Source: an optimization exercise on an open RTL-to-GDS flow (aim: small area and a short achievable clock period). Production flows keep margins and buffers that such runs may drop.
At most, simulation tests tie the RTL to the original design; equivalence was not proved.

## fft_complex_compute
module fft_complex_compute #(
  parameter DATA_WIDTH = 32
) (
  input  logic clk,
  input  logic [DATA_WIDTH-1:0] x_N,
  input  logic [DATA_WIDTH-1:0] x_M,
  input  logic [DATA_WIDTH-1:0] w_N,
  output logic [DATA_WIDTH-1:0] y_N,
  output logic [DATA_WIDTH-1:0] y_M
);
  logic [15:0] ar, ai, wr, wi, wrn, win;
  logic [15:0] ar2, ai2;
  logic [15:0] ynr, yni, ymr, ymi;
  logic [15:0] ar3, ai3, dr3, di3;
  logic [7:0] br_neg, br_one, br_two;
  logic [7:0] bi_neg, bi_one, bi_two;
  logic pp1;
  logic pp2;
  logic pp3;
  logic pp4;
  logic pp5;
  logic pp6;
  logic pp7;
  logic pp8;
  logic pp9;
  logic pp10;
  logic pp11;
  logic pp12;
  logic pp13;
  logic pp14;
  logic pp15;
  logic pp16;
  logic pp17;
  logic pp18;
  logic pp19;
  logic pp20;
  logic pp21;
  logic pp22;
  logic pp23;
  logic pp24;
  logic pp25;
  logic pp26;
  logic pp27;
  logic pp28;
  logic pp29;
  logic pp30;
  logic pp31;
  logic pp32;
  logic pp33;
  logic pp34;
  logic pp35;
  logic pp36;
  logic pp37;
  logic pp38;
  logic pp39;
  logic pp40;
  logic pp41;
  logic pp42;
  logic pp43;
  logic pp44;
  logic pp45;
  logic pp46;
  logic pp47;
  logic pp48;
  logic pp49;
  logic pp50;
  logic pp51;
  logic pp52;
  logic pp53;
  logic pp54;
  logic pp55;
  logic pp56;
  logic pp57;
  logic pp58;
  logic pp59;
  logic pp60;
  logic pp61;
  logic pp62;
  logic pp63;
  logic pp64;
  logic pp65;
  logic pp66;
  logic pp67;
  logic pp68;
  logic pp69;
  logic pp70;
  logic pp71;
  logic pp72;
  logic pp73;
  logic pp74;
  logic pp75;
  logic pp76;
  logic pp77;
  logic pp78;
  logic pp79;
  logic pp80;
  logic pp81;
  logic pp82;
  logic pp83;
  ...
Size: ~3100 cells after synthesis, about 160 I/O pins, ~31000 µm² of cells after synthesis.
clock: 8.0 ns
lec_check: 0
abc_area: 1
cap_margin: 20
core_margin: 2
core_utilization: 40
setup_slack_margin: 4.5
slew_margin: 20
synth_hierarchical: 1
synth_minimum_keep_size: 0
standard.sh (not shown) runs the stock make flow with config.mk's settings and CLKGATE_MAP_FILE= SYNTH_SCRIPT=/design/flow/synth_recipe.tcl, a recipe that flattens the netlist after the stock synthesis.
==> flow/flow/run.sh <==
#!/bin/bash
# The standard layout (the standard.sh: ORFS synthesis through finish,
# unchanged), except that the port buffers that global placement inserts on
# every input and output are the platform's smallest buffer (buf_1) rather
# than the one buffer_ports picks by default.  Timing repair still resizes
# them where a path needs it.  The tools' output goes to standard.log.
set -euo pipefail
export BUFFER_PORTS_ARGS="-buffer_cell sky130_fd_sc_hd__buf_1"
bash standard.sh > standard.log 2>&1
The baseline finished with timing, DRC and antenna clean.
Change:
- CTS_CLUSTER_DIAMETER: unset -> 120
- CTS_CLUSTER_SIZE: unset -> 20
After rerunning: The changed run finished with timing, DRC and antenna clean; core utilization falls by 0.91 points; routed wire length barely changes; register-to-register slack loses 0.04 ns; flip-flop and latch count is unchanged; setup slack loses 0.045 ns.
No run of this note included a check of the RTL's function; only the layout flow was run.


fft_complex_compute, a different RTL version from the one above (not shown whole).
For scale: about 3,000 cells after synthesis, roughly 160 I/O pins, roughly 31,000 um^2 of cells after synthesis.
==> flow/config.mk <==
export PLATFORM = sky130hd
export DESIGN_NAME = fft_complex_compute
export DESIGN_NICKNAME = fft_complex_compute
export VERILOG_FILES = /design/flow/design.v
export SDC_FILE = /design/flow/constraint.sdc
export NUM_CORES = 4
export LEC_CHECK = 0
export ABC_AREA = 1
export CAP_MARGIN = 20
export CORE_MARGIN = 2
export CORE_UTILIZATION = 55
export CTS_CLUSTER_DIAMETER = 120
export CTS_CLUSTER_SIZE = 20
export SETUP_SLACK_MARGIN = 4.5
export SLEW_MARGIN = 20
export SYNTH_HIERARCHICAL = 1
export SYNTH_MINIMUM_KEEP_SIZE = 0
==> flow/constraint.sdc <==
create_clock -name core_clock -period 8.0 [get_ports {clk}]
set_input_delay 1.6000 -clock core_clock [delete_from_list [all_inputs] [get_ports {clk}]]
set_output_delay 1.6000 -clock core_clock [all_outputs]
set_load 0.01 [all_outputs]
Scripts as last shown in full above: flow/flow/run.sh
The starting point finished with timing, DRC and antenna clean.
==> next run, changes <==
--- a/flow/config.mk
+++ b/flow/config.mk
@@ -10,6 +10,6 @@
 export CORE_MARGIN = 2
-export CORE_UTILIZATION = 55
+export CORE_UTILIZATION = 40
 export CTS_CLUSTER_DIAMETER = 120
 export CTS_CLUSTER_SIZE = 20
-export SETUP_SLACK_MARGIN = 4.5
+export SETUP_SLACK_MARGIN = 4.6
 export SLEW_MARGIN = 20
=> Die area went up by 37%; cell area rose by 2.8%; register-to-register slack degrades by 0.08 ns; synthesized cell count does not change; via count went down by 1.7%; first-iteration DRC count grows by 6.9%; global-route usage came out lower by 9.9 points; count of clock-buffer cells in the layout came out higher by 1; wire length went down by 2.5%.
==> next run, changes <==
--- a/flow/config.mk
+++ b/flow/config.mk
@@ -13,3 +13,3 @@
 export CTS_CLUSTER_SIZE = 20
-export SETUP_SLACK_MARGIN = 4.6
+export SETUP_SLACK_MARGIN = 4.4
 export SLEW_MARGIN = 20
Effect:
- register-to-register slack improves by 0.02 ns
- maximum frequency climbs by 0.48%
- wire length came out lower by 1.6%
- synthesized cell count does not change
- cell area decreases by 2.8%
==> next run, changes <==
==> flow/run.sh (new file) <==
#!/bin/bash
# synth_recipe.tcl (not shown) runs the flow's synth.tcl, then flattens the netlist and writes it again
# the make line also repeats each setting of config.mk as NAME=value (left out here)
make -C /OpenROAD-flow-scripts/flow DESIGN_CONFIG=/design/flow/config.mk WORK_HOME=/design/flow/orfs CLKGATE_MAP_FILE= SYNTH_SCRIPT=/design/flow/synth_recipe.tcl finish
--- a/flow/config.mk
+++ b/flow/config.mk
@@ -11,5 +11,5 @@
 export CORE_UTILIZATION = 40
-export CTS_CLUSTER_DIAMETER = 120
-export CTS_CLUSTER_SIZE = 20
-export SETUP_SLACK_MARGIN = 4.4
+export CTS_CLUSTER_DIAMETER = 150
+export CTS_CLUSTER_SIZE = 30
+export SETUP_SLACK_MARGIN = 4.5
 export SLEW_MARGIN = 20
removed: flow/flow/run.sh
removed: flow/standard.sh
Result: Global-route usage hardly moves. Synthesized area is unchanged. Register-to-register slack gains 0.05 ns. Die area stays the same. Fmax is higher slightly. Core utilization rose by 1.6 points. Via count rises slightly. Non-clock buffer count climbs by 7. Wire length is higher slightly.
==> next run, changes <==
==> flow/flow/run.sh (new file) <==
#!/bin/bash
# The standard layout (the standard.sh: ORFS synthesis through finish,
# unchanged), except that the port buffers that global placement inserts on
# every input and output are the platform's smallest buffer (buf_1) rather
# than the one buffer_ports picks by default.  Timing repair still resizes
# them where a path needs it.  The tools' output goes to standard.log.
set -euo pipefail
export BUFFER_PORTS_ARGS="-buffer_cell sky130_fd_sc_hd__buf_1"
bash standard.sh > standard.log 2>&1
==> flow/standard.sh (new file) <==
#!/bin/bash
# synth_recipe.tcl (not shown) runs the flow's synth.tcl, then flattens the netlist and writes it again
# the make line also repeats each setting of config.mk as NAME=value (left out here)
make -C /OpenROAD-flow-scripts/flow DESIGN_CONFIG=/design/flow/config.mk WORK_HOME=/design/flow/orfs CLKGATE_MAP_FILE= SYNTH_SCRIPT=/design/flow/synth_recipe.tcl "${@:-finish}"
--- a/flow/config.mk
+++ b/flow/config.mk
@@ -11,4 +11,2 @@
 export CORE_UTILIZATION = 40
-export CTS_CLUSTER_DIAMETER = 150
-export CTS_CLUSTER_SIZE = 30
 export SETUP_SLACK_MARGIN = 4.5
removed: flow/run.sh
Result:
- routed wire length barely changes
- register-to-register slack gets better by 0.03 ns
- synthesized cell count does not change
- cell count grows by 1.2%
- clock-buffer cell count grows by 36
- sequential cell count stays the same
- final area shrinks by 0.45%

[separate check: timing with driven ports]
How much do the figures lean on ideal ports? The routed layouts below were timed once more, with nothing changed but the port constraints. Step 1: set_driving_cell puts a clkbuf_16 on clk and a buf_2 on each other input, an assumption about the parent block. Step 2, shift: input delay + t, output delay - t, t = (earliest + latest rising clock arrival at the registers) / 2. This alone moves slack from input paths to output paths. Three values: no drivers, after step 1, after step 2; two values: the first two.
run	t, ns	setup slack, ns	clock arrival spread, ns
the first run of note 1	0.658	4.537 / 4.537 / 4.537	0.037 / 0.038
the second run of note 1	0.637	4.492 / 4.492 / 4.492	0.037 / 0.037
the first run of note 2	0.633	4.503 / 4.503 / 4.503	0.040 / 0.039
the second run of note 2	0.667	4.425 / 4.425 / 4.425	0.029 / 0.029
the third run of note 2	0.665	4.442 / 4.442 / 4.442	0.027 / 0.027
the fourth run of note 2	0.634	4.493 / 4.493 / 4.493	0.031 / 0.032
the fifth run of note 2	0.649	4.519 / 4.519 / 4.519	0.024 / 0.024
After both steps setup and hold are still met in every run listed.
